From an optimization exercise on the open Yosys and OpenROAD flow, aimed at small area and a short achievable clock period; shortcuts taken in it are not production practice.
Function not checked in this run: the RTL went through the layout flow alone.
No activity file was given, so power comes from the tool's default toggle rates.

[constraint.sdc]
create_clock -name core_clock -period 8.0 [get_ports {clk}]
set_input_delay 1.6000 -clock core_clock [delete_from_list [all_inputs] [get_ports {clk}]]
set_output_delay 1.6000 -clock core_clock [all_outputs]
set_load 0.01 [all_outputs]
[design.v]
`timescale 1ns / 1ps
module pe #(
    parameter WI = 0,       
    parameter WO = 16,      
    parameter SOUTH = 1     
) (
    input  wire                 clk,
    input  wire                 rst,
    input  wire                 load_weight,
    input  wire                 hold,        
    input  wire [7:0]           in_n,
    input  wire [7:0]           in_m,        
    input  wire [(WI>0?WI:1)-1:0] in_w,
    output wire [7:0]           out_s,
    output reg  [WO-1:0]        out_e
);
    reg  [7:0]    weight_reg;
    wire [WO-1:0] d;         
    generate
        if (WI == 0) begin : C0
            mac_0_16 mac (.a(in_m), .b(weight_reg), .hold(hold), .rst(rst), .d(d));
        end else begin : CJ
            if (WI == 16)
                mac_16_17 mac (.a(in_m), .b(weight_reg), .e(in_w), .hold(hold), .rst(rst), .d(d));
            else if (WO == 17)
                mac_17_17 mac (.a(in_m), .b(weight_reg), .e(in_w), .hold(hold), .rst(rst), .d(d));
            else
                mac_17_18 mac (.a(in_m), .b(weight_reg), .e(in_w), .hold(hold), .rst(rst), .d(d));
        end
    endgenerate
    generate
        if (SOUTH) begin : S
            reg [7:0] q;
            always @(posedge clk or posedge rst)
                if (rst) q <= 8'd0;
                else     q <= in_n;
            assign out_s = q;
        end else begin : NS
            assign out_s = 8'd0;
        end
    endgenerate
    always @(posedge clk)
        if (load_weight) weight_reg <= in_n;
    always @(posedge clk)
        out_e <= d;
endmodule
module mac_0_16 (
    input  wire [7:0] a,
    input  wire [7:0] b,
    input  wire hold,
    input  wire rst,
    output wire [15:0] d
);
    wire t0 = a[0] & b[0];
    wire t1 = a[0] & b[1];
    wire t2 = a[0] & b[2];
    wire t3 = a[0] & b[3];
    wire t4 = a[0] & b[4];
    wire t5 = a[0] & b[5];
    wire t6 = a[0] & b[6];
    wire t7 = ~(a[0] & b[7]);
    wire t8 = a[1] & b[0];
    wire t9 = a[1] & b[1];
    wire t10 = a[1] & b[2];
    wire t11 = a[1] & b[3];
    wire t12 = a[1] & b[4];
    wire t13 = a[1] & b[5];
    wire t14 = a[1] & b[6];
    wire t15 = ~(a[1] & b[7]);
    wire t16 = a[2] & b[0];
    wire t17 = a[2] & b[1];
    wire t18 = a[2] & b[2];
    wire t19 = a[2] & b[3];
    wire t20 = a[2] & b[4];
    wire t21 = a[2] & b[5];
    wire t22 = a[2] & b[6];
    wire t23 = ~(a[2] & b[7]);
    wire t24 = a[3] & b[0];
    wire t25 = a[3] & b[1];
    wire t26 = a[3] & b[2];
    wire t27 = a[3] & b[3];
    wire t28 = a[3] & b[4];
    wire t29 = a[3] & b[5];
    wire t30 = a[3] & b[6];
    wire t31 = ~(a[3] & b[7]);
    wire t32 = a[4] & b[0];
    wire t33 = a[4] & b[1];
    wire t34 = a[4] & b[2];
    wire t35 = a[4] & b[3];
    wire t36 = a[4] & b[4];
    wire t37 = a[4] & b[5];
    wire t38 = a[4] & b[6];
    wire t39 = ~(a[4] & b[7]);
    wire t40 = a[5] & b[0];
    wire t41 = a[5] & b[1];
    wire t42 = a[5] & b[2];
    wire t43 = a[5] & b[3];
    wire t44 = a[5] & b[4];
    wire t45 = a[5] & b[5];
    wire t46 = a[5] & b[6];
    wire t47 = ~(a[5] & b[7]);
    wire t48 = a[6] & b[0];
    wire t49 = a[6] & b[1];
    wire t50 = a[6] & b[2];
    wire t51 = a[6] & b[3];
    wire t52 = a[6] & b[4];
    wire t53 = a[6] & b[5];
    wire t54 = a[6] & b[6];
    wire t55 = ~(a[6] & b[7]);
    wire t56 = ~(a[7] & b[0]);
    wire t57 = ~(a[7] & b[1]);
    wire t58 = ~(a[7] & b[2]);
    wire t59 = ~(a[7] & b[3]);
    wire t60 = ~(a[7] & b[4]);
    wire t61 = ~(a[7] & b[5]);
    wire t62 = ~(a[7] & b[6]);
    wire t63 = a[7] & b[7];
    wire t64, t65;
    csa_ha ut64 (.a(t6), .b(t13), .s(t64), .co(t65));
    wire t66, t67;
    csa_fa ut66 (.a(t7), .b(t14), .c(t21), .s(t66), .co(t67));
    wire t68, t69;
    csa_ha ut68 (.a(t28), .b(t35), .s(t68), .co(t69));
    wire t70, t71;
    csa_fa ut70 (.a(t15), .b(t22), .c(t29), .s(t70), .co(t71));
    wire t72, t73;
    csa_fa ut72 (.a(t36), .b(t43), .c(t50), .s(t72), .co(t73));
    wire t74, t75;
    csa_fa ut74 (.a(t23), .b(t30), .c(t37), .s(t74), .co(t75));
    wire t76, t77;
    csa_ha ut76 (.a(t4), .b(t11), .s(t76), .co(t77));
    wire t78, t79;
    csa_fa ut78 (.a(t5), .b(t12), .c(t19), .s(t78), .co(t79));
    wire t80, t81;
    csa_ha ut80 (.a(t26), .b(t33), .s(t80), .co(t81));
    wire t82, t83;
    csa_fa ut82 (.a(t20), .b(t27), .c(t34), .s(t82), .co(t83));
    wire t84, t85;
    csa_fa ut84 (.a(t41), .b(t48), .c(t64), .s(t84), .co(t85));
    wire t86, t87;
    csa_fa ut86 (.a(t42), .b(t49), .c(t56), .s(t86), .co(t87));
    wire t88, t89;
    csa_fa ut88 (.a(t66), .b(t68), .c(t65), .s(t88), .co(t89));
    wire t90 = ~(t57 ^ t70);
    wire t91 = t57 | t70;
    wire t92, t93;
    csa_fa ut92 (.a(t72), .b(t67), .c(t69), .s(t92), .co(t93));
    wire t94, t95;
    csa_fa ut94 (.a(t44), .b(t51), .c(t58), .s(t94), .co(t95));
    wire t96, t97;
    csa_fa ut96 (.a(t74), .b(t71), .c(t73), .s(t96), .co(t97));
    wire t98, t99;
    csa_fa ut98 (.a(t31), .b(t38), .c(t45), .s(t98), .co(t99));
    wire t100, t101;
    csa_fa ut100 (.a(t52), .b(t59), .c(t75), .s(t100), .co(t101));
    wire t102, t103;
    csa_fa ut102 (.a(t39), .b(t46), .c(t53), .s(t102), .co(t103));
    wire t104, t105;
    csa_ha ut104 (.a(t3), .b(t10), .s(t104), .co(t105));
    wire t106, t107;
    csa_fa ut106 (.a(t18), .b(t25), .c(t32), .s(t106), .co(t107));
    wire t108, t109;
    csa_fa ut108 (.a(t40), .b(t78), .c(t80), .s(t108), .co(t109));
    wire t110, t111;
    csa_fa ut110 (.a(t82), .b(t84), .c(t79), .s(t110), .co(t111));
    wire t112, t113;
    csa_fa ut112 (.a(t86), .b(t88), .c(t83), .s(t112), .co(t113));
    wire t114, t115;
    csa_fa ut114 (.a(t90), .b(t92), .c(t87), .s(t114), .co(t115));
    wire t116, t117;
    csa_fa ut116 (.a(t94), .b(t96), .c(t91), .s(t116), .co(t117));
    wire t118, t119;
    csa_fa ut118 (.a(t98), .b(t100), .c(t95), .s(t118), .co(t119));
    wire t120, t121;
    csa_fa ut120 (.a(t60), .b(t102), .c(t99), .s(t120), .co(t121));
    wire t122, t123;
    csa_fa ut122 (.a(t47), .b(t54), .c(t61), .s(t122), .co(t123));
    wire t124, t125;
    csa_ha ut124 (.a(t2), .b(t9), .s(t124), .co(t125));
    wire t126, t127;
    csa_fa ut126 (.a(t17), .b(t24), .c(t104), .s(t126), .co(t127));
    wire t128, t129;
    csa_fa ut128 (.a(t76), .b(t106), .c(t105), .s(t128), .co(t129));
    wire t130, t131;
    csa_fa ut130 (.a(t77), .b(t108), .c(t107), .s(t130), .co(t131));
    wire t132, t133;
    csa_fa ut132 (.a(t81), .b(t110), .c(t109), .s(t132), .co(t133));
    wire t134, t135;
    csa_fa ut134 (.a(t85), .b(t112), .c(t111), .s(t134), .co(t135));
    wire t136, t137;
    csa_fa ut136 (.a(t89), .b(t114), .c(t113), .s(t136), .co(t137));
    wire t138, t139;
    csa_fa ut138 (.a(t93), .b(t116), .c(t115), .s(t138), .co(t139));
    wire t140, t141;
    csa_fa ut140 (.a(t97), .b(t118), .c(t117), .s(t140), .co(t141));
    wire t142, t143;
    csa_fa ut142 (.a(t101), .b(t120), .c(t119), .s(t142), .co(t143));
    wire t144, t145;
    csa_fa ut144 (.a(t103), .b(t122), .c(t121), .s(t144), .co(t145));
    wire t146, t147;
    csa_fa ut146 (.a(t55), .b(t62), .c(t123), .s(t146), .co(t147));
    wire t148 = t0 & 1'b0;
    wire t149 = t1 & t8;
    wire t150 = t16 & t124;
    wire t151 = t126 & t125;
    wire t152 = t128 & t127;
    wire t153 = t130 & t129;
    wire t154 = t132 & t131;
    wire t155 = t134 & t133;
    wire t156 = t136 & t135;
    wire t157 = t138 & t137;
    wire t158 = t140 & t139;
    wire t159 = t142 & t141;
    wire t160 = t144 & t143;
    wire t161 = t146 & t145;
    wire t162 = t63 & t147;
    wire t163 = 1'b1 & 1'b0;
    wire t164 = t0 ^ 1'b0;
    wire t165 = t1 ^ t8;
    wire t166 = t16 ^ t124;
    wire t167 = t126 ^ t125;
    wire t168 = t128 ^ t127;
    wire t169 = t130 ^ t129;
    wire t170 = t132 ^ t131;
    wire t171 = t134 ^ t133;
    wire t172 = t136 ^ t135;
    wire t173 = t138 ^ t137;
    wire t174 = t140 ^ t139;
    wire t175 = t142 ^ t141;
    wire t176 = t144 ^ t143;
    wire t177 = t146 ^ t145;
    wire t178 = t63 ^ t147;
    wire t179 = 1'b1 ^ 1'b0;
    wire t180 = t149 | (t165 & t148);
    wire t181 = t150 | (t166 & t180);
    wire t182 = t151 | (t167 & t181);
    wire t183 = t152 | (t168 & t182);
    wire t184 = t153 | (t169 & t183);
    wire t185 = t154 | (t170 & t184);
    wire t186 = t155 | (t171 & t185);
    wire t187 = t156 | (t172 & t186);
    wire t188 = t157 | (t173 & t187);
    wire t189 = t158 | (t174 & t188);
    wire t190 = t159 | (t175 & t189);
    wire t191 = t160 | (t176 & t190);
    wire t192 = t161 | (t177 & t191);
    wire t193 = t162 | (t178 & t192);
    wire t194 = t163 | (t179 & t193);
    wire t195 = t165 ^ t148;
    wire t196 = t166 ^ t180;
    wire t197 = t167 ^ t181;
    wire t198 = t168 ^ t182;
    wire t199 = t169 ^ t183;
    wire t200 = t170 ^ t184;
    wire t201 = t171 ^ t185;
    wire t202 = t172 ^ t186;
    wire t203 = t173 ^ t187;
    wire t204 = t174 ^ t188;
    wire t205 = t175 ^ t189;
    wire t206 = t176 ^ t190;
    wire t207 = t177 ^ t191;
    wire t208 = t178 ^ t192;
    wire t209 = t179 ^ t193;
    wire [15:0] ra = {1'b1, t63, t146, t144, t142, t140, t138, t136, t134, t132, t130, t128, t126, t16, t1, t0};
    wire [15:0] rb = {1'b0, t147, t145, t143, t141, t139, t137, t135, t133, t131, t129, t127, t125, t124, t8, 1'b0};
    wire [15:0] y = {t209, t208, t207, t206, t205, t204, t203, t202, t201, t200, t199, t198, t197, t196, t195, t164};
    wire [15:0] e_ext = 16'd0;
    assign d = rst ? 16'd0 : hold ? e_ext : y;
endmodule
module mac_16_17 (
    input  wire [7:0] a,
    input  wire [7:0] b,
    input  wire [15:0] e,
    input  wire hold,
    input  wire rst,
    output wire [16:0] d
);
    wire t0 = a[0] & b[0];
    wire t1 = a[0] & b[1];
    wire t2 = a[0] & b[2];
    wire t3 = a[0] & b[3];
    wire t4 = a[0] & b[4];
    wire t5 = a[0] & b[5];
    wire t6 = a[0] & b[6];
    wire t7 = ~(a[0] & b[7]);
    wire t8 = a[1] & b[0];
    wire t9 = a[1] & b[1];
    wire t10 = a[1] & b[2];
    wire t11 = a[1] & b[3];
    wire t12 = a[1] & b[4];
    wire t13 = a[1] & b[5];
    wire t14 = a[1] & b[6];
    wire t15 = ~(a[1] & b[7]);
    wire t16 = a[2] & b[0];
    wire t17 = a[2] & b[1];
    wire t18 = a[2] & b[2];
    wire t19 = a[2] & b[3];
    wire t20 = a[2] & b[4];
    wire t21 = a[2] & b[5];
    wire t22 = a[2] & b[6];
    wire t23 = ~(a[2] & b[7]);
    wire t24 = a[3] & b[0];
    wire t25 = a[3] & b[1];
    wire t26 = a[3] & b[2];
    wire t27 = a[3] & b[3];
    wire t28 = a[3] & b[4];
    wire t29 = a[3] & b[5];
    wire t30 = a[3] & b[6];
    wire t31 = ~(a[3] & b[7]);
    wire t32 = a[4] & b[0];
    wire t33 = a[4] & b[1];
    wire t34 = a[4] & b[2];
    wire t35 = a[4] & b[3];
    wire t36 = a[4] & b[4];
    wire t37 = a[4] & b[5];
    wire t38 = a[4] & b[6];
    wire t39 = ~(a[4] & b[7]);
    wire t40 = a[5] & b[0];
    wire t41 = a[5] & b[1];
    wire t42 = a[5] & b[2];
    wire t43 = a[5] & b[3];
    wire t44 = a[5] & b[4];
    wire t45 = a[5] & b[5];
    wire t46 = a[5] & b[6];
    wire t47 = ~(a[5] & b[7]);
    wire t48 = a[6] & b[0];
    wire t49 = a[6] & b[1];
    wire t50 = a[6] & b[2];
    wire t51 = a[6] & b[3];
    wire t52 = a[6] & b[4];
    wire t53 = a[6] & b[5];
    wire t54 = a[6] & b[6];
    wire t55 = ~(a[6] & b[7]);
    wire t56 = ~(a[7] & b[0]);
    wire t57 = ~(a[7] & b[1]);
    wire t58 = ~(a[7] & b[2]);
    wire t59 = ~(a[7] & b[3]);
    wire t60 = ~(a[7] & b[4]);
    wire t61 = ~(a[7] & b[5]);
    wire t62 = ~(a[7] & b[6]);
    wire t63 = a[7] & b[7];
    wire t64 = ~e[15];
    wire t65, t66;
    csa_ha ut65 (.a(t5), .b(t12), .s(t65), .co(t66));
    wire t67, t68;
    csa_fa ut67 (.a(t6), .b(t13), .c(t20), .s(t67), .co(t68));
    wire t69, t70;
    csa_ha ut69 (.a(t27), .b(t34), .s(t69), .co(t70));
    wire t71, t72;
    csa_fa ut71 (.a(t7), .b(t14), .c(t21), .s(t71), .co(t72));
    wire t73, t74;
    csa_fa ut73 (.a(t28), .b(t35), .c(t42), .s(t73), .co(t74));
    wire t75, t76;
    csa_ha ut75 (.a(t49), .b(t56), .s(t75), .co(t76));
    wire t77, t78;
    csa_fa ut77 (.a(t15), .b(t22), .c(t29), .s(t77), .co(t78));
    wire t79, t80;
    csa_fa ut79 (.a(t36), .b(t43), .c(t50), .s(t79), .co(t80));
    wire t81 = ~(t57 ^ e[8]);
    wire t82 = t57 | e[8];
    wire t83, t84;
    csa_fa ut83 (.a(t23), .b(t30), .c(t37), .s(t83), .co(t84));
    wire t85, t86;
    csa_fa ut85 (.a(t44), .b(t51), .c(t58), .s(t85), .co(t86));
    wire t87, t88;
    csa_fa ut87 (.a(t31), .b(t38), .c(t45), .s(t87), .co(t88));
    wire t89, t90;
    csa_ha ut89 (.a(t3), .b(t10), .s(t89), .co(t90));
    wire t91, t92;
    csa_fa ut91 (.a(t4), .b(t11), .c(t18), .s(t91), .co(t92));
    wire t93, t94;
    csa_ha ut93 (.a(t25), .b(t32), .s(t93), .co(t94));
    wire t95, t96;
    csa_fa ut95 (.a(t19), .b(t26), .c(t33), .s(t95), .co(t96));
    wire t97, t98;
    csa_fa ut97 (.a(t40), .b(e[5]), .c(t65), .s(t97), .co(t98));
    wire t99, t100;
    csa_fa ut99 (.a(t41), .b(t48), .c(e[6]), .s(t99), .co(t100));
    wire t101, t102;
    csa_fa ut101 (.a(t67), .b(t69), .c(t66), .s(t101), .co(t102));
    wire t103, t104;
    csa_fa ut103 (.a(e[7]), .b(t71), .c(t73), .s(t103), .co(t104));
    wire t105, t106;
    csa_fa ut105 (.a(t75), .b(t68), .c(t70), .s(t105), .co(t106));
    wire t107, t108;
    csa_fa ut107 (.a(t77), .b(t79), .c(t81), .s(t107), .co(t108));
    wire t109, t110;
    csa_fa ut109 (.a(t72), .b(t74), .c(t76), .s(t109), .co(t110));
    wire t111, t112;
    csa_fa ut111 (.a(e[9]), .b(t83), .c(t85), .s(t111), .co(t112));
    wire t113, t114;
    csa_fa ut113 (.a(t78), .b(t80), .c(t82), .s(t113), .co(t114));
    wire t115, t116;
    csa_fa ut115 (.a(t52), .b(t59), .c(e[10]), .s(t115), .co(t116));
    wire t117, t118;
    csa_fa ut117 (.a(t87), .b(t84), .c(t86), .s(t117), .co(t118));
    wire t119, t120;
    csa_fa ut119 (.a(t39), .b(t46), .c(t53), .s(t119), .co(t120));
    wire t121, t122;
    csa_fa ut121 (.a(t60), .b(e[11]), .c(t88), .s(t121), .co(t122));
    wire t123, t124;
    csa_fa ut123 (.a(t47), .b(t54), .c(t61), .s(t123), .co(t124));
    wire t125, t126;
    csa_ha ut125 (.a(t2), .b(t9), .s(t125), .co(t126));
    wire t127, t128;
    csa_fa ut127 (.a(t17), .b(t24), .c(e[3]), .s(t127), .co(t128));
    wire t129, t130;
    csa_fa ut129 (.a(e[4]), .b(t91), .c(t93), .s(t129), .co(t130));
    wire t131, t132;
    csa_fa ut131 (.a(t95), .b(t97), .c(t92), .s(t131), .co(t132));
    wire t133, t134;
    csa_fa ut133 (.a(t99), .b(t101), .c(t96), .s(t133), .co(t134));
    wire t135, t136;
    csa_fa ut135 (.a(t103), .b(t105), .c(t100), .s(t135), .co(t136));
    wire t137, t138;
    csa_fa ut137 (.a(t107), .b(t109), .c(t104), .s(t137), .co(t138));
    wire t139, t140;
    csa_fa ut139 (.a(t111), .b(t113), .c(t108), .s(t139), .co(t140));
    wire t141, t142;
    csa_fa ut141 (.a(t115), .b(t117), .c(t112), .s(t141), .co(t142));
    wire t143, t144;
    csa_fa ut143 (.a(t119), .b(t121), .c(t116), .s(t143), .co(t144));
    wire t145, t146;
    csa_fa ut145 (.a(e[12]), .b(t123), .c(t120), .s(t145), .co(t146));
    wire t147, t148;
    csa_fa ut147 (.a(t55), .b(t62), .c(e[13]), .s(t147), .co(t148));
    wire t149, t150;
    csa_ha ut149 (.a(t1), .b(t8), .s(t149), .co(t150));
    wire t151, t152;
    csa_fa ut151 (.a(t16), .b(e[2]), .c(t125), .s(t151), .co(t152));
    wire t153, t154;
    csa_fa ut153 (.a(t89), .b(t127), .c(t126), .s(t153), .co(t154));
    wire t155, t156;
    csa_fa ut155 (.a(t90), .b(t129), .c(t128), .s(t155), .co(t156));
    wire t157, t158;
    csa_fa ut157 (.a(t94), .b(t131), .c(t130), .s(t157), .co(t158));
    wire t159, t160;
    csa_fa ut159 (.a(t98), .b(t133), .c(t132), .s(t159), .co(t160));
    wire t161, t162;
    csa_fa ut161 (.a(t102), .b(t135), .c(t134), .s(t161), .co(t162));
    wire t163, t164;
    csa_fa ut163 (.a(t106), .b(t137), .c(t136), .s(t163), .co(t164));
    wire t165, t166;
    csa_fa ut165 (.a(t110), .b(t139), .c(t138), .s(t165), .co(t166));
    wire t167, t168;
    csa_fa ut167 (.a(t114), .b(t141), .c(t140), .s(t167), .co(t168));
    wire t169, t170;
    csa_fa ut169 (.a(t118), .b(t143), .c(t142), .s(t169), .co(t170));
    wire t171, t172;
    csa_fa ut171 (.a(t122), .b(t145), .c(t144), .s(t171), .co(t172));
    wire t173, t174;
    csa_fa ut173 (.a(t124), .b(t147), .c(t146), .s(t173), .co(t174));
    wire t175, t176;
    csa_fa ut175 (.a(t63), .b(e[14]), .c(t148), .s(t175), .co(t176));
    wire t177 = t0 & e[0];
    wire t178 = e[1] & t149;
    wire t179 = t151 & t150;
    wire t180 = t153 & t152;
    wire t181 = t155 & t154;
    wire t182 = t157 & t156;
    wire t183 = t159 & t158;
    wire t184 = t161 & t160;
    wire t185 = t163 & t162;
    wire t186 = t165 & t164;
    wire t187 = t167 & t166;
    wire t188 = t169 & t168;
    wire t189 = t171 & t170;
    wire t190 = t173 & t172;
    wire t191 = t175 & t174;
    wire t192 = t64 & t176;
    wire t193 = 1'b1 & 1'b0;
    wire t194 = t0 ^ e[0];
    wire t195 = e[1] ^ t149;
    wire t196 = t151 ^ t150;
    wire t197 = t153 ^ t152;
    wire t198 = t155 ^ t154;
    wire t199 = t157 ^ t156;
    wire t200 = t159 ^ t158;
    wire t201 = t161 ^ t160;
    wire t202 = t163 ^ t162;
    wire t203 = t165 ^ t164;
    wire t204 = t167 ^ t166;
    wire t205 = t169 ^ t168;
    wire t206 = t171 ^ t170;
    wire t207 = t173 ^ t172;
    wire t208 = t175 ^ t174;
    wire t209 = t64 ^ t176;
    wire t210 = 1'b1 ^ 1'b0;
    wire t211 = t178 | (t195 & t177);
    wire t212 = t179 | (t196 & t211);
    wire t213 = t180 | (t197 & t212);
    wire t214 = t181 | (t198 & t213);
    wire t215 = t182 | (t199 & t214);
    wire t216 = t183 | (t200 & t215);
    wire t217 = t184 | (t201 & t216);
    wire t218 = t185 | (t202 & t217);
    wire t219 = t186 | (t203 & t218);
    wire t220 = t187 | (t204 & t219);
    wire t221 = t188 | (t205 & t220);
    wire t222 = t189 | (t206 & t221);
    wire t223 = t190 | (t207 & t222);
    wire t224 = t191 | (t208 & t223);
    wire t225 = t192 | (t209 & t224);
    wire t226 = t193 | (t210 & t225);
    wire t227 = t195 ^ t177;
    wire t228 = t196 ^ t211;
    wire t229 = t197 ^ t212;
    wire t230 = t198 ^ t213;
    wire t231 = t199 ^ t214;
    wire t232 = t200 ^ t215;
    wire t233 = t201 ^ t216;
    wire t234 = t202 ^ t217;
    wire t235 = t203 ^ t218;
    wire t236 = t204 ^ t219;
    wire t237 = t205 ^ t220;
    wire t238 = t206 ^ t221;
    wire t239 = t207 ^ t222;
    wire t240 = t208 ^ t223;
    wire t241 = t209 ^ t224;
    wire t242 = t210 ^ t225;
    wire [16:0] ra = {1'b1, t64, t175, t173, t171, t169, t167, t165, t163, t161, t159, t157, t155, t153, t151, e[1], t0};
    wire [16:0] rb = {1'b0, t176, t174, t172, t170, t168, t166, t164, t162, t160, t158, t156, t154, t152, t150, t149, e[0]};
    wire [16:0] y = {t242, t241, t240, t239, t238, t237, t236, t235, t234, t233, t232, t231, t230, t229, t228, t227, t194};
    wire [16:0] e_ext = {{1{e[15]}}, e};
    assign d = rst ? 17'd0 : hold ? e_ext : y;
endmodule
module mac_17_17 (
    input  wire [7:0] a,
    input  wire [7:0] b,
    input  wire [16:0] e,
    input  wire hold,
    input  wire rst,
    output wire [16:0] d
);
    wire t0 = a[0] & b[0];
    wire t1 = a[0] & b[1];
    wire t2 = a[0] & b[2];
    wire t3 = a[0] & b[3];
    wire t4 = a[0] & b[4];
    wire t5 = a[0] & b[5];
    wire t6 = a[0] & b[6];
    wire t7 = ~(a[0] & b[7]);
    wire t8 = a[1] & b[0];
    wire t9 = a[1] & b[1];
    wire t10 = a[1] & b[2];
    wire t11 = a[1] & b[3];
    wire t12 = a[1] & b[4];
    wire t13 = a[1] & b[5];
    wire t14 = a[1] & b[6];
    wire t15 = ~(a[1] & b[7]);
    wire t16 = a[2] & b[0];
    wire t17 = a[2] & b[1];
    wire t18 = a[2] & b[2];
    wire t19 = a[2] & b[3];
    wire t20 = a[2] & b[4];
    wire t21 = a[2] & b[5];
    wire t22 = a[2] & b[6];
    wire t23 = ~(a[2] & b[7]);
    wire t24 = a[3] & b[0];
    wire t25 = a[3] & b[1];
    wire t26 = a[3] & b[2];
    wire t27 = a[3] & b[3];
    wire t28 = a[3] & b[4];
    wire t29 = a[3] & b[5];
    wire t30 = a[3] & b[6];
    wire t31 = ~(a[3] & b[7]);
    wire t32 = a[4] & b[0];
    wire t33 = a[4] & b[1];
    wire t34 = a[4] & b[2];
    wire t35 = a[4] & b[3];
    wire t36 = a[4] & b[4];
    wire t37 = a[4] & b[5];
    wire t38 = a[4] & b[6];
    wire t39 = ~(a[4] & b[7]);
    wire t40 = a[5] & b[0];
    wire t41 = a[5] & b[1];
    wire t42 = a[5] & b[2];
    wire t43 = a[5] & b[3];
    wire t44 = a[5] & b[4];
    wire t45 = a[5] & b[5];
    wire t46 = a[5] & b[6];
    wire t47 = ~(a[5] & b[7]);
    wire t48 = a[6] & b[0];
    wire t49 = a[6] & b[1];
    wire t50 = a[6] & b[2];
    wire t51 = a[6] & b[3];
    wire t52 = a[6] & b[4];
    wire t53 = a[6] & b[5];
    wire t54 = a[6] & b[6];
    wire t55 = ~(a[6] & b[7]);
    wire t56 = ~(a[7] & b[0]);
    wire t57 = ~(a[7] & b[1]);
    wire t58 = ~(a[7] & b[2]);
    wire t59 = ~(a[7] & b[3]);
    wire t60 = ~(a[7] & b[4]);
    wire t61 = ~(a[7] & b[5]);
    wire t62 = ~(a[7] & b[6]);
    wire t63 = a[7] & b[7];
    wire t64 = ~e[16];
    wire t65, t66;
    csa_ha ut65 (.a(t5), .b(t12), .s(t65), .co(t66));
    wire t67, t68;
    csa_fa ut67 (.a(t6), .b(t13), .c(t20), .s(t67), .co(t68));
    wire t69, t70;
    csa_ha ut69 (.a(t27), .b(t34), .s(t69), .co(t70));
    wire t71, t72;
    csa_fa ut71 (.a(t7), .b(t14), .c(t21), .s(t71), .co(t72));
    wire t73, t74;
    csa_fa ut73 (.a(t28), .b(t35), .c(t42), .s(t73), .co(t74));
    wire t75, t76;
    csa_ha ut75 (.a(t49), .b(t56), .s(t75), .co(t76));
    wire t77, t78;
    csa_fa ut77 (.a(t15), .b(t22), .c(t29), .s(t77), .co(t78));
    wire t79, t80;
    csa_fa ut79 (.a(t36), .b(t43), .c(t50), .s(t79), .co(t80));
    wire t81 = ~(t57 ^ e[8]);
    wire t82 = t57 | e[8];
    wire t83, t84;
    csa_fa ut83 (.a(t23), .b(t30), .c(t37), .s(t83), .co(t84));
    wire t85, t86;
    csa_fa ut85 (.a(t44), .b(t51), .c(t58), .s(t85), .co(t86));
    wire t87, t88;
    csa_fa ut87 (.a(t31), .b(t38), .c(t45), .s(t87), .co(t88));
    wire t89, t90;
    csa_ha ut89 (.a(t3), .b(t10), .s(t89), .co(t90));
    wire t91, t92;
    csa_fa ut91 (.a(t4), .b(t11), .c(t18), .s(t91), .co(t92));
    wire t93, t94;
    csa_ha ut93 (.a(t25), .b(t32), .s(t93), .co(t94));
    wire t95, t96;
    csa_fa ut95 (.a(t19), .b(t26), .c(t33), .s(t95), .co(t96));
    wire t97, t98;
    csa_fa ut97 (.a(t40), .b(e[5]), .c(t65), .s(t97), .co(t98));
    wire t99, t100;
    csa_fa ut99 (.a(t41), .b(t48), .c(e[6]), .s(t99), .co(t100));
    wire t101, t102;
    csa_fa ut101 (.a(t67), .b(t69), .c(t66), .s(t101), .co(t102));
    wire t103, t104;
    csa_fa ut103 (.a(e[7]), .b(t71), .c(t73), .s(t103), .co(t104));
    wire t105, t106;
    csa_fa ut105 (.a(t75), .b(t68), .c(t70), .s(t105), .co(t106));
    wire t107, t108;
    csa_fa ut107 (.a(t77), .b(t79), .c(t81), .s(t107), .co(t108));
    wire t109, t110;
    csa_fa ut109 (.a(t72), .b(t74), .c(t76), .s(t109), .co(t110));
    wire t111, t112;
    csa_fa ut111 (.a(e[9]), .b(t83), .c(t85), .s(t111), .co(t112));
    wire t113, t114;
    csa_fa ut113 (.a(t78), .b(t80), .c(t82), .s(t113), .co(t114));
    wire t115, t116;
    csa_fa ut115 (.a(t52), .b(t59), .c(e[10]), .s(t115), .co(t116));
    wire t117, t118;
    csa_fa ut117 (.a(t87), .b(t84), .c(t86), .s(t117), .co(t118));
    wire t119, t120;
    csa_fa ut119 (.a(t39), .b(t46), .c(t53), .s(t119), .co(t120));
    wire t121, t122;
    csa_fa ut121 (.a(t60), .b(e[11]), .c(t88), .s(t121), .co(t122));
    wire t123, t124;
    csa_fa ut123 (.a(t47), .b(t54), .c(t61), .s(t123), .co(t124));
    wire t125, t126;
    csa_ha ut125 (.a(t2), .b(t9), .s(t125), .co(t126));
    wire t127, t128;
    csa_fa ut127 (.a(t17), .b(t24), .c(e[3]), .s(t127), .co(t128));
    wire t129, t130;
    csa_fa ut129 (.a(e[4]), .b(t91), .c(t93), .s(t129), .co(t130));
    wire t131, t132;
    csa_fa ut131 (.a(t95), .b(t97), .c(t92), .s(t131), .co(t132));
    wire t133, t134;
    csa_fa ut133 (.a(t99), .b(t101), .c(t96), .s(t133), .co(t134));
    wire t135, t136;
    csa_fa ut135 (.a(t103), .b(t105), .c(t100), .s(t135), .co(t136));
    wire t137, t138;
    csa_fa ut137 (.a(t107), .b(t109), .c(t104), .s(t137), .co(t138));
    wire t139, t140;
    csa_fa ut139 (.a(t111), .b(t113), .c(t108), .s(t139), .co(t140));
    wire t141, t142;
    csa_fa ut141 (.a(t115), .b(t117), .c(t112), .s(t141), .co(t142));
    wire t143, t144;
    csa_fa ut143 (.a(t119), .b(t121), .c(t116), .s(t143), .co(t144));
    wire t145, t146;
    csa_fa ut145 (.a(e[12]), .b(t123), .c(t120), .s(t145), .co(t146));
    wire t147, t148;
    csa_fa ut147 (.a(t55), .b(t62), .c(e[13]), .s(t147), .co(t148));
    wire t149, t150;
    csa_ha ut149 (.a(t1), .b(t8), .s(t149), .co(t150));
    wire t151, t152;
    csa_fa ut151 (.a(t16), .b(e[2]), .c(t125), .s(t151), .co(t152));
    wire t153, t154;
    csa_fa ut153 (.a(t89), .b(t127), .c(t126), .s(t153), .co(t154));
    wire t155, t156;
    csa_fa ut155 (.a(t90), .b(t129), .c(t128), .s(t155), .co(t156));
    wire t157, t158;
    csa_fa ut157 (.a(t94), .b(t131), .c(t130), .s(t157), .co(t158));
    wire t159, t160;
    csa_fa ut159 (.a(t98), .b(t133), .c(t132), .s(t159), .co(t160));
    wire t161, t162;
    csa_fa ut161 (.a(t102), .b(t135), .c(t134), .s(t161), .co(t162));
    wire t163, t164;
    csa_fa ut163 (.a(t106), .b(t137), .c(t136), .s(t163), .co(t164));
    wire t165, t166;
    csa_fa ut165 (.a(t110), .b(t139), .c(t138), .s(t165), .co(t166));
    wire t167, t168;
    csa_fa ut167 (.a(t114), .b(t141), .c(t140), .s(t167), .co(t168));
    wire t169, t170;
    csa_fa ut169 (.a(t118), .b(t143), .c(t142), .s(t169), .co(t170));
    wire t171, t172;
    csa_fa ut171 (.a(t122), .b(t145), .c(t144), .s(t171), .co(t172));
    wire t173, t174;
    csa_fa ut173 (.a(t124), .b(t147), .c(t146), .s(t173), .co(t174));
    wire t175, t176;
    csa_fa ut175 (.a(t63), .b(e[14]), .c(t148), .s(t175), .co(t176));
    wire t177 = ~e[15];
    wire t178 = t0 & e[0];
    wire t179 = e[1] & t149;
    wire t180 = t151 & t150;
    wire t181 = t153 & t152;
    wire t182 = t155 & t154;
    wire t183 = t157 & t156;
    wire t184 = t159 & t158;
    wire t185 = t161 & t160;
    wire t186 = t163 & t162;
    wire t187 = t165 & t164;
    wire t188 = t167 & t166;
    wire t189 = t169 & t168;
    wire t190 = t171 & t170;
    wire t191 = t173 & t172;
    wire t192 = t175 & t174;
    wire t193 = t177 & t176;
    wire t194 = t64 & e[15];
    wire t195 = t0 ^ e[0];
    wire t196 = e[1] ^ t149;
    wire t197 = t151 ^ t150;
    wire t198 = t153 ^ t152;
    wire t199 = t155 ^ t154;
    wire t200 = t157 ^ t156;
    wire t201 = t159 ^ t158;
    wire t202 = t161 ^ t160;
    wire t203 = t163 ^ t162;
    wire t204 = t165 ^ t164;
    wire t205 = t167 ^ t166;
    wire t206 = t169 ^ t168;
    wire t207 = t171 ^ t170;
    wire t208 = t173 ^ t172;
    wire t209 = t175 ^ t174;
    wire t210 = t177 ^ t176;
    wire t211 = t64 ^ e[15];
    wire t212 = t179 | (t196 & t178);
    wire t213 = t180 | (t197 & t212);
    wire t214 = t181 | (t198 & t213);
    wire t215 = t182 | (t199 & t214);
    wire t216 = t183 | (t200 & t215);
    wire t217 = t184 | (t201 & t216);
    wire t218 = t185 | (t202 & t217);
    wire t219 = t186 | (t203 & t218);
    wire t220 = t187 | (t204 & t219);
    wire t221 = t188 | (t205 & t220);
    wire t222 = t189 | (t206 & t221);
    wire t223 = t190 | (t207 & t222);
    wire t224 = t191 | (t208 & t223);
    wire t225 = t192 | (t209 & t224);
    wire t226 = t193 | (t210 & t225);
    wire t227 = t194 | (t211 & t226);
    wire t228 = t196 ^ t178;
    wire t229 = t197 ^ t212;
    wire t230 = t198 ^ t213;
    wire t231 = t199 ^ t214;
    wire t232 = t200 ^ t215;
    wire t233 = t201 ^ t216;
    wire t234 = t202 ^ t217;
    wire t235 = t203 ^ t218;
    wire t236 = t204 ^ t219;
    wire t237 = t205 ^ t220;
    wire t238 = t206 ^ t221;
    wire t239 = t207 ^ t222;
    wire t240 = t208 ^ t223;
    wire t241 = t209 ^ t224;
    wire t242 = t210 ^ t225;
    wire t243 = t211 ^ t226;
    wire [16:0] ra = {t64, t177, t175, t173, t171, t169, t167, t165, t163, t161, t159, t157, t155, t153, t151, e[1], t0};
    wire [16:0] rb = {e[15], t176, t174, t172, t170, t168, t166, t164, t162, t160, t158, t156, t154, t152, t150, t149, e[0]};
    wire [16:0] y = {t243, t242, t241, t240, t239, t238, t237, t236, t235, t234, t233, t232, t231, t230, t229, t228, t195};
    wire [16:0] e_ext = {{0{e[16]}}, e};
    assign d = rst ? 17'd0 : hold ? e_ext : y;
endmodule
module mac_17_18 (
    input  wire [7:0] a,
    input  wire [7:0] b,
    input  wire [16:0] e,
    input  wire hold,
    input  wire rst,
    output wire [17:0] d
);
    wire t0 = a[0] & b[0];
    wire t1 = a[0] & b[1];
    wire t2 = a[0] & b[2];
    wire t3 = a[0] & b[3];
    wire t4 = a[0] & b[4];
    wire t5 = a[0] & b[5];
    wire t6 = a[0] & b[6];
    wire t7 = ~(a[0] & b[7]);
    wire t8 = a[1] & b[0];
    wire t9 = a[1] & b[1];
    wire t10 = a[1] & b[2];
    wire t11 = a[1] & b[3];
    wire t12 = a[1] & b[4];
    wire t13 = a[1] & b[5];
    wire t14 = a[1] & b[6];
    wire t15 = ~(a[1] & b[7]);
    wire t16 = a[2] & b[0];
    wire t17 = a[2] & b[1];
    wire t18 = a[2] & b[2];
    wire t19 = a[2] & b[3];
    wire t20 = a[2] & b[4];
    wire t21 = a[2] & b[5];
    wire t22 = a[2] & b[6];
    wire t23 = ~(a[2] & b[7]);
    wire t24 = a[3] & b[0];
    wire t25 = a[3] & b[1];
    wire t26 = a[3] & b[2];
    wire t27 = a[3] & b[3];
    wire t28 = a[3] & b[4];
    wire t29 = a[3] & b[5];
    wire t30 = a[3] & b[6];
    wire t31 = ~(a[3] & b[7]);
    wire t32 = a[4] & b[0];
    wire t33 = a[4] & b[1];
    wire t34 = a[4] & b[2];
    wire t35 = a[4] & b[3];
    wire t36 = a[4] & b[4];
    wire t37 = a[4] & b[5];
    wire t38 = a[4] & b[6];
    wire t39 = ~(a[4] & b[7]);
    wire t40 = a[5] & b[0];
    wire t41 = a[5] & b[1];
    wire t42 = a[5] & b[2];
    wire t43 = a[5] & b[3];
    wire t44 = a[5] & b[4];
    wire t45 = a[5] & b[5];
    wire t46 = a[5] & b[6];
    wire t47 = ~(a[5] & b[7]);
    wire t48 = a[6] & b[0];
    wire t49 = a[6] & b[1];
    wire t50 = a[6] & b[2];
    wire t51 = a[6] & b[3];
    wire t52 = a[6] & b[4];
    wire t53 = a[6] & b[5];
    wire t54 = a[6] & b[6];
    wire t55 = ~(a[6] & b[7]);
    wire t56 = ~(a[7] & b[0]);
    wire t57 = ~(a[7] & b[1]);
    wire t58 = ~(a[7] & b[2]);
    wire t59 = ~(a[7] & b[3]);
    wire t60 = ~(a[7] & b[4]);
    wire t61 = ~(a[7] & b[5]);
    wire t62 = ~(a[7] & b[6]);
    wire t63 = a[7] & b[7];
    wire t64 = ~e[16];
    wire t65, t66;
    csa_ha ut65 (.a(t5), .b(t12), .s(t65), .co(t66));
    wire t67, t68;
    csa_fa ut67 (.a(t6), .b(t13), .c(t20), .s(t67), .co(t68));
    wire t69, t70;
    csa_ha ut69 (.a(t27), .b(t34), .s(t69), .co(t70));
    wire t71, t72;
    csa_fa ut71 (.a(t7), .b(t14), .c(t21), .s(t71), .co(t72));
    wire t73, t74;
    csa_fa ut73 (.a(t28), .b(t35), .c(t42), .s(t73), .co(t74));
    wire t75, t76;
    csa_ha ut75 (.a(t49), .b(t56), .s(t75), .co(t76));
    wire t77, t78;
    csa_fa ut77 (.a(t15), .b(t22), .c(t29), .s(t77), .co(t78));
    wire t79, t80;
    csa_fa ut79 (.a(t36), .b(t43), .c(t50), .s(t79), .co(t80));
    wire t81 = ~(t57 ^ e[8]);
    wire t82 = t57 | e[8];
    wire t83, t84;
    csa_fa ut83 (.a(t23), .b(t30), .c(t37), .s(t83), .co(t84));
    wire t85, t86;
    csa_fa ut85 (.a(t44), .b(t51), .c(t58), .s(t85), .co(t86));
    wire t87, t88;
    csa_fa ut87 (.a(t31), .b(t38), .c(t45), .s(t87), .co(t88));
    wire t89, t90;
    csa_ha ut89 (.a(t3), .b(t10), .s(t89), .co(t90));
    wire t91, t92;
    csa_fa ut91 (.a(t4), .b(t11), .c(t18), .s(t91), .co(t92));
    wire t93, t94;
    csa_ha ut93 (.a(t25), .b(t32), .s(t93), .co(t94));
    wire t95, t96;
    csa_fa ut95 (.a(t19), .b(t26), .c(t33), .s(t95), .co(t96));
    wire t97, t98;
    csa_fa ut97 (.a(t40), .b(e[5]), .c(t65), .s(t97), .co(t98));
    wire t99, t100;
    csa_fa ut99 (.a(t41), .b(t48), .c(e[6]), .s(t99), .co(t100));
    wire t101, t102;
    csa_fa ut101 (.a(t67), .b(t69), .c(t66), .s(t101), .co(t102));
    wire t103, t104;
    csa_fa ut103 (.a(e[7]), .b(t71), .c(t73), .s(t103), .co(t104));
    wire t105, t106;
    csa_fa ut105 (.a(t75), .b(t68), .c(t70), .s(t105), .co(t106));
    wire t107, t108;
    csa_fa ut107 (.a(t77), .b(t79), .c(t81), .s(t107), .co(t108));
    wire t109, t110;
    csa_fa ut109 (.a(t72), .b(t74), .c(t76), .s(t109), .co(t110));
    wire t111, t112;
    csa_fa ut111 (.a(e[9]), .b(t83), .c(t85), .s(t111), .co(t112));
    wire t113, t114;
    csa_fa ut113 (.a(t78), .b(t80), .c(t82), .s(t113), .co(t114));
    wire t115, t116;
    csa_fa ut115 (.a(t52), .b(t59), .c(e[10]), .s(t115), .co(t116));
    wire t117, t118;
    csa_fa ut117 (.a(t87), .b(t84), .c(t86), .s(t117), .co(t118));
    wire t119, t120;
    csa_fa ut119 (.a(t39), .b(t46), .c(t53), .s(t119), .co(t120));
    wire t121, t122;
    csa_fa ut121 (.a(t60), .b(e[11]), .c(t88), .s(t121), .co(t122));
    wire t123, t124;
    csa_fa ut123 (.a(t47), .b(t54), .c(t61), .s(t123), .co(t124));
    wire t125, t126;
    csa_ha ut125 (.a(t2), .b(t9), .s(t125), .co(t126));
    wire t127, t128;
    csa_fa ut127 (.a(t17), .b(t24), .c(e[3]), .s(t127), .co(t128));
    wire t129, t130;
    csa_fa ut129 (.a(e[4]), .b(t91), .c(t93), .s(t129), .co(t130));
    wire t131, t132;
    csa_fa ut131 (.a(t95), .b(t97), .c(t92), .s(t131), .co(t132));
    wire t133, t134;
    csa_fa ut133 (.a(t99), .b(t101), .c(t96), .s(t133), .co(t134));
    wire t135, t136;
    csa_fa ut135 (.a(t103), .b(t105), .c(t100), .s(t135), .co(t136));
    wire t137, t138;
    csa_fa ut137 (.a(t107), .b(t109), .c(t104), .s(t137), .co(t138));
    wire t139, t140;
    csa_fa ut139 (.a(t111), .b(t113), .c(t108), .s(t139), .co(t140));
    wire t141, t142;
    csa_fa ut141 (.a(t115), .b(t117), .c(t112), .s(t141), .co(t142));
    wire t143, t144;
    csa_fa ut143 (.a(t119), .b(t121), .c(t116), .s(t143), .co(t144));
    wire t145, t146;
    csa_fa ut145 (.a(e[12]), .b(t123), .c(t120), .s(t145), .co(t146));
    wire t147, t148;
    csa_fa ut147 (.a(t55), .b(t62), .c(e[13]), .s(t147), .co(t148));
    wire t149, t150;
    csa_ha ut149 (.a(t1), .b(t8), .s(t149), .co(t150));
    wire t151, t152;
    csa_fa ut151 (.a(t16), .b(e[2]), .c(t125), .s(t151), .co(t152));
    wire t153, t154;
    csa_fa ut153 (.a(t89), .b(t127), .c(t126), .s(t153), .co(t154));
    wire t155, t156;
    csa_fa ut155 (.a(t90), .b(t129), .c(t128), .s(t155), .co(t156));
    wire t157, t158;
    csa_fa ut157 (.a(t94), .b(t131), .c(t130), .s(t157), .co(t158));
    wire t159, t160;
    csa_fa ut159 (.a(t98), .b(t133), .c(t132), .s(t159), .co(t160));
    wire t161, t162;
    csa_fa ut161 (.a(t102), .b(t135), .c(t134), .s(t161), .co(t162));
    wire t163, t164;
    csa_fa ut163 (.a(t106), .b(t137), .c(t136), .s(t163), .co(t164));
    wire t165, t166;
    csa_fa ut165 (.a(t110), .b(t139), .c(t138), .s(t165), .co(t166));
    wire t167, t168;
    csa_fa ut167 (.a(t114), .b(t141), .c(t140), .s(t167), .co(t168));
    wire t169, t170;
    csa_fa ut169 (.a(t118), .b(t143), .c(t142), .s(t169), .co(t170));
    wire t171, t172;
    csa_fa ut171 (.a(t122), .b(t145), .c(t144), .s(t171), .co(t172));
    wire t173, t174;
    csa_fa ut173 (.a(t124), .b(t147), .c(t146), .s(t173), .co(t174));
    wire t175, t176;
    csa_fa ut175 (.a(t63), .b(e[14]), .c(t148), .s(t175), .co(t176));
    wire t177 = ~e[15];
    wire t178 = t0 & e[0];
    wire t179 = e[1] & t149;
    wire t180 = t151 & t150;
    wire t181 = t153 & t152;
    wire t182 = t155 & t154;
    wire t183 = t157 & t156;
    wire t184 = t159 & t158;
    wire t185 = t161 & t160;
    wire t186 = t163 & t162;
    wire t187 = t165 & t164;
    wire t188 = t167 & t166;
    wire t189 = t169 & t168;
    wire t190 = t171 & t170;
    wire t191 = t173 & t172;
    wire t192 = t175 & t174;
    wire t193 = t177 & t176;
    wire t194 = t64 & e[15];
    wire t195 = 1'b1 & 1'b0;
    wire t196 = t0 ^ e[0];
    wire t197 = e[1] ^ t149;
    wire t198 = t151 ^ t150;
    wire t199 = t153 ^ t152;
    wire t200 = t155 ^ t154;
    wire t201 = t157 ^ t156;
    wire t202 = t159 ^ t158;
    wire t203 = t161 ^ t160;
    wire t204 = t163 ^ t162;
    wire t205 = t165 ^ t164;
    wire t206 = t167 ^ t166;
    wire t207 = t169 ^ t168;
    wire t208 = t171 ^ t170;
    wire t209 = t173 ^ t172;
    wire t210 = t175 ^ t174;
    wire t211 = t177 ^ t176;
    wire t212 = t64 ^ e[15];
    wire t213 = 1'b1 ^ 1'b0;
    wire t214 = t179 | (t197 & t178);
    wire t215 = t180 | (t198 & t214);
    wire t216 = t181 | (t199 & t215);
    wire t217 = t182 | (t200 & t216);
    wire t218 = t183 | (t201 & t217);
    wire t219 = t184 | (t202 & t218);
    wire t220 = t185 | (t203 & t219);
    wire t221 = t186 | (t204 & t220);
    wire t222 = t187 | (t205 & t221);
    wire t223 = t188 | (t206 & t222);
    wire t224 = t189 | (t207 & t223);
    wire t225 = t190 | (t208 & t224);
    wire t226 = t191 | (t209 & t225);
    wire t227 = t192 | (t210 & t226);
    wire t228 = t193 | (t211 & t227);
    wire t229 = t194 | (t212 & t228);
    wire t230 = t195 | (t213 & t229);
    wire t231 = t197 ^ t178;
    wire t232 = t198 ^ t214;
    wire t233 = t199 ^ t215;
    wire t234 = t200 ^ t216;
    wire t235 = t201 ^ t217;
    wire t236 = t202 ^ t218;
    wire t237 = t203 ^ t219;
    wire t238 = t204 ^ t220;
    wire t239 = t205 ^ t221;
    wire t240 = t206 ^ t222;
    wire t241 = t207 ^ t223;
    wire t242 = t208 ^ t224;
    wire t243 = t209 ^ t225;
    wire t244 = t210 ^ t226;
    wire t245 = t211 ^ t227;
    wire t246 = t212 ^ t228;
    wire t247 = t213 ^ t229;
    wire [17:0] ra = {1'b1, t64, t177, t175, t173, t171, t169, t167, t165, t163, t161, t159, t157, t155, t153, t151, e[1], t0};
    wire [17:0] rb = {1'b0, e[15], t176, t174, t172, t170, t168, t166, t164, t162, t160, t158, t156, t154, t152, t150, t149, e[0]};
    wire [17:0] y = {t247, t246, t245, t244, t243, t242, t241, t240, t239, t238, t237, t236, t235, t234, t233, t232, t231, t196};
    wire [17:0] e_ext = {{1{e[16]}}, e};
    assign d = rst ? 18'd0 : hold ? e_ext : y;
endmodule
module csa_fa (input wire a, input wire b, input wire c, output wire s, output wire co);
    assign s  = a ^ b ^ c;
    assign co = (a & b) | (a & c) | (b & c);
endmodule
module csa_ha (input wire a, input wire b, output wire s, output wire co);
    assign s  = a ^ b;
    assign co = a & b;
endmodule
`timescale 1ns / 1ps
module skew_buffer(
    input  wire        clk,
    input  wire        rst,
    input  wire [31:0] raw_input,
    output wire [31:0] skewed_output
);
    reg [7:0] d1_1;
    reg [7:0] d2_1, d2_2;
    reg [7:0] d3_1, d3_2, d3_3;
    always @(posedge clk or posedge rst) begin
        if (rst) begin
            d1_1 <= 0;
            d2_1 <= 0; d2_2 <= 0;
            d3_1 <= 0; d3_2 <= 0; d3_3 <= 0;
        end else begin
            d1_1 <= raw_input[15:8];
            d2_1 <= raw_input[23:16];
            d2_2 <= d2_1;
            d3_1 <= raw_input[31:24];
            d3_2 <= d3_1;
            d3_3 <= d3_2;
        end
    end
    assign skewed_output = {d3_3, d2_2, d1_1, raw_input[7:0]};
endmodule
`timescale 1ns / 1ps
module systolic_array(
    input  wire        clk,
    input  wire        rst,
    input  wire        load_weight,
    input  wire        hold,
    input  wire [31:0] in_n,
    input  wire [31:0] in_m,        
    output wire [95:0] out_e
);
    genvar i, j;
    generate
        for (i = 0; i < 4; i = i + 1) begin : ROW
            wire [7:0]  n0, n1, n2, n3;
            wire [7:0]  m0, m1, m2, m3;
            wire [15:0] e0;
            wire [16:0] e1, e2;
            wire [17:0] e3;
            wire [7:0]  s0, s1, s2, s3;
            if (i == 0) begin : TOP
                assign {n3, n2, n1, n0} = in_n;
                assign {m3, m2, m1, m0} = in_m;
            end else begin : BELOW
                assign {n3, n2, n1, n0} = {ROW[i-1].s3, ROW[i-1].s2, ROW[i-1].s1, ROW[i-1].s0};
                assign {m3, m2, m1, m0} = {n3, n2, n1, n0};
            end
            pe #(.WI(0),  .WO(16), .SOUTH(i < 3)) c0 (clk, rst, load_weight, hold, n0, m0, 1'b0, s0, e0);
            pe #(.WI(16), .WO(17), .SOUTH(i < 3)) c1 (clk, rst, load_weight, hold, n1, m1, e0,   s1, e1);
            pe #(.WI(17), .WO(17), .SOUTH(i < 3)) c2 (clk, rst, load_weight, hold, n2, m2, e1,   s2, e2);
            pe #(.WI(17), .WO(18), .SOUTH(i < 3)) c3 (clk, rst, load_weight, hold, n3, m3, e2,   s3, e3);
            assign out_e[24*i +: 24] = {{6{e3[17]}}, e3};
        end
    endgenerate
endmodule
`timescale 1ns / 1ps
module matrix_accelerator(
    input  wire        clk,
    input  wire        rst,
    input  wire        load_weight,
    input  wire [31:0] activation_in,
    output wire [95:0] result_out
);
    wire [31:0] skewed;
    skew_buffer skew_unit (
        .clk(clk),
        .rst(rst),
        .raw_input(activation_in),
        .skewed_output(skewed)
    );
    reg valid;
    always @(posedge clk or posedge rst)
        if (rst)              valid <= 1'b0;
        else if (load_weight) valid <= 1'b1;
    wire [31:0] in_n = {load_weight ? activation_in[31:8] : skewed[31:8],
                        activation_in[7:0]};
    systolic_array array_core (
        .clk(clk),
        .rst(rst),
        .load_weight(load_weight),
        .hold(load_weight | ~valid),
        .in_n(in_n),
        .in_m(skewed),   
        .out_e(result_out)
    );
endmodule
[config.mk]
export PLATFORM = sky130hd
export DESIGN_NAME = matrix_accelerator
export DESIGN_NICKNAME = matrix_accelerator
export VERILOG_FILES = /design/flow/design.v
export SDC_FILE = /design/flow/constraint.sdc
export NUM_CORES = 4
export LEC_CHECK = 0
export CAP_MARGIN = 20
export CORE_MARGIN = 2
export CORE_UTILIZATION = 40
export SETUP_SLACK_MARGIN = 3.0
export SLEW_MARGIN = 20
export SYNTH_HIERARCHICAL = 1
export SYNTH_MINIMUM_KEEP_SIZE = 0
[run.sh]
#!/bin/bash
# synth_recipe.tcl (not shown) runs the flow's synth.tcl, then flattens the netlist and writes it again
# the make line also repeats each setting of config.mk as NAME=value (left out here)
make -C /OpenROAD-flow-scripts/flow DESIGN_CONFIG=/design/flow/config.mk WORK_HOME=/design/flow/orfs CLKGATE_MAP_FILE= SYNTH_SCRIPT=/design/flow/synth_recipe.tcl finish
==> key figures <==
Setup path
  • Critical R2R Launch: array_core.ROW[0].c3.weight_reg[2]$_DFFE_PP_
  • CP Cell Sequence: and2_4 -> fa_1 -> fa_1 -> fa_1 -> fa_2 -> fa_2 -> fa_2 -> fa_2 -> fa_2 -> fa_2 -> fa_2 -> fa_2 -> fa_2 -> fa_2 -> fa_2 -> inv_2 -> fa_2 -> fa_1 -> or2_1 -> a21oi_1
  • Worst EP arrival: 7690 ps
  • Worst reg-to-reg setup slack: 910 ps
  • Crit-path max FO: 4
  • Crit path required time: around 8600 ps
  • Crit-path max cell delay: around 580 ps
  • Setup CP Type: register to register
  • FF-to-FF End: array_core.ROW[0].c3.out_e[16]$_DFF_P_
  • CP startpoint kind: register
  • R2R depth: 20
  • Most used cell, CP: fa_2
  • Critical-path top delay cell: fa_1
  • Critical Path Sink Type: register

Clock network
  • CTS tree: yes
  • Post-CTS Hold Buffers: 0
  • H-tree depth: 2
  • Clock transition at the registers of the reported paths: roughly 60 ps
  • Clock latency on the worst-skew pair: 680 ps
  • CTS Buffer Depth: 3
  • CTS sink cnt: 545
  • CTS buffer count: roughly 60
  • Root Driver: clkbuf_16

Pwr
  • Clock share of power: 17.6%
  • NetSw: about 0.0067 W
  • PD cells: 324 mW/mm^2
  • Pleak: 21.9 nW
  • Seq pwr share: 23.0%
  • Internal power: between 0.01 and 0.015 W
  • VDD IR max: 0.184 mV
  • Comb pwr share: between 50% and 60%
  • Switching share of power: 39.6%

Timing
  • Slew @ Worst Pin: 946 ps
  • Final Critical Period: between 7000 and 8000 ps
  • Slew Limit Headroom: 36.9%
  • RSZ-0062 raised after global routing: yes
  • Clock skew: 25.7 ps
  • Fmax: 141 MHz
  • Fin. Hold Viols: 0
  • Tcrit/Tclk final: 88.6%
  • Endpoints failing setup: 0
  • Final Max Slew Viols: 0
  • Setup TNS: 0 ps

Final layout
  • Finished Core Util: 46.7%
  • Top reg by flops: array_core.ROW.c3.out_e
  • Post-route cell area: 0.0523 mm^2
  • Max reg flops: 72
  • Final net count: 4915
  • Ratio of cells with drive above 1 in the final layout: 20.9%
  • Diodes inserted: 0
  • Biggest regs: array_core.ROW.c3.out_e (72), array_core.ROW.c1.out_e (68), array_core.ROW.c2.out_e (68)
  • Area Growth Syn to Fin: 16.3%

Die
  • IO Pins: 131
  • Die H: 339 um
  • Num rows: 123
  • Initial core utilization: 40.2%
  • Die ar.: 0.115 mm^2
  • Die width: 339 um
  • Core footprint: 0.112 mm^2

Detailed routing
  • DR WL/cell: 17.7 um
  • Number of iterations in the first detailed-routing pass: 5
  • Final WL: 94.7 mm
  • DRC: 0
  • Vias per cell: 4.73
  • Vias post-DR: 25300
  • Initial DRC count: about 1100
  • Routed Antenna Nets: 0

Min path
  • Hold endpoint: skew_unit.d3_2[3]$_DFF_PP0_
  • Min-Delay Startpoint: skew_unit.d3_1[3]$_DFF_PP0_
  • Hold Path Depth: 0
  • Class of the worst hold path: register to register

GRT
  • Vias in the first global route: roughly 29000
  • GR peak layer: met2
  • Initial antenna violation count: 1
  • GRT overflow: 0
  • Gr usage total: between 10% and 20%
  • Met3 Track Usage GR: 2.06%
  • First-pass GRT wire length: 159 mm
  • Met1 Use GR: roughly a quarter
  • Global routing usage on met2: between 20% and 30%
  • Largest net degree at the start of global routing: 116

Status
  • Status: complete, no violations

Placement
  • Placed instance area: 0.0481 mm^2
  • Placer Congestion: 0.829
  • HPWL after DPL: approximately 72 mm
  • I/O Buffers: 130

Synth
  • Mapped Cells: 3476
  • Syn_area_per_cell: 12.9 um^2
  • Synthesized cell area: 0.0450 mm^2
  • Synth Net Count: 4603
  • Ys Warns: 16

Run
  • Max-cap violations: 0
[power by group through the flow]
stage / logic (W) / clock network, W / registers (W)
floorplan: 0.00782 / 0 / 0.00376
global placement: 0.00965 / 0 / 0.00399
detailed placement: 0.00993 / 0 / 0.00399
CTS: 0.0102 / 0.00306 / 0.00390
global route: 0.0119 / 0.00316 / 0.00396
finish: 0.0101 / 0.00298 / 0.00389
[cell usage in the layout, fill, tap and decap left out, types with 6 or more instances in the layout]
cell,count
mux2i_1,172
edfxtp_1,128
ha_1,123
inv_1,170
a21oi_1,9
mux2_4,18
clkinv_4,9
or2_1,8
clkinv_2,8
dfrtp_1,93
fa_2,217
ha_4,17
nor2_1,183
a21oi_2,14
nor3_2,37
clkbuf_16,63
mux2i_2,7
and2_4,62
dfxtp_1,272
clkbuf_1,7
bufinv_16,8
nor3_1,11
fa_1,735
nor3b_1,8
buf_2,6
inv_2,20
clkdlybuf4s50_1,121
dfrtp_2,52
nand2_1,220
and2_1,746
nand2b_1,8
mux2_2,6
buf_4,209
clkinvlp_4,6
[worst max path at each step]
stage                                             endpoint  slack (ps)                                    startpoint  cells after the start
global placement    array_core.ROW[0].c0.out_e[14]$_DFF_P_         170                              activation_in[0]                     19
finish              array_core.ROW[0].c3.out_e[16]$_DFF_P_         910  array_core.ROW[0].c3.weight_reg[2]$_DFFE_PP_                     20
floorplan           array_core.ROW[0].c0.out_e[14]$_DFF_P_         810                              activation_in[0]                     18
detailed placement  array_core.ROW[0].c0.out_e[14]$_DFF_P_          80                              activation_in[0]                     19
global route        array_core.ROW[2].c3.out_e[16]$_DFF_P_         720  array_core.ROW[2].c3.weight_reg[2]$_DFFE_PP_                     20
CTS                 array_core.ROW[2].c3.out_e[16]$_DFF_P_         900  array_core.ROW[2].c3.weight_reg[2]$_DFFE_PP_                     20
[per-stage QoR]
stage / cells / power, W / hold slack, ps / setup slack, ps
final: 5341 / 0.0169 / 344 / 910
after global routing: 5341 / 0.0190 / 347 / 722
after CTS: 5317 / 0.0172 / 343 / 902
after detailed placement: 5023 / 0.0139 / 335 / 83.9
after global placement: 5022 / 0.0136 / 332 / 169
after floorplan: 3476 / 0.0116 / 331 / 812
[routing by layer]
metal  vias to the layer above  wire length (um)
met5                         -                 0
met4                         0              1880
met3                       107              3060
met2                       368             45400
met1                     13400             44300
li1                      11400                 -
[what timing repair did]
action	in CTS	in global routing
setup endpoints to repair	111	109
pin swaps	39	51
gates resized for setup	159	44
buffers inserted	178	24
[final cells by class]
type / instances / area [um^2]
flip-flops and latches: 545 / 13000
well taps: 1500 / 1880
fillers: 10100 / 59700
inverters: 190 / 713
multi-input cells: 2638 / 31600
clock buffers: 73 / 1640
clock inverters: 43 / 515
repair buffers: 352 / 3030
[worst max-delay path, delay by kind of cell, from the launching register on]
kind                       cells  cell delay (ps)
AOI/OAI and AO/OA              1              130
and+or+nand+nor                2              410
adders and majority gates     16             5930
DFF                            1              470
buffers and inverters          1               60

[what the ideal ports hide]
The results above use ideal ports. As a check the final layout listed here was re-extracted and re-timed, cells and wires unchanged. Step 1 assumes that a clkbuf_16 drives the clock port and a buf_2 every other input. Step 2 adds t to the input delays and takes it off the output delays; t is the mean of the earliest and latest rising clock arrival at the registers after step 1. Input paths then give back, and output paths get back, about the clock's delay inside the block. a / b / c = ideal ports / drivers / drivers and shift; a / b = the first two.
t, ns: 0.732
setup WS [ns]: 0.910 / 0.910 / 0.621
hold slack, ns: 0.344 / 0.344 / 0.344
worst register clock-pin slew, ns: 0.07 / 0.07
pins driven straight from the clock port: 1
After both steps this run still meets setup and hold. The setup slack of this run moves by 0.000 ns with the drivers and by -0.289 ns with both steps.
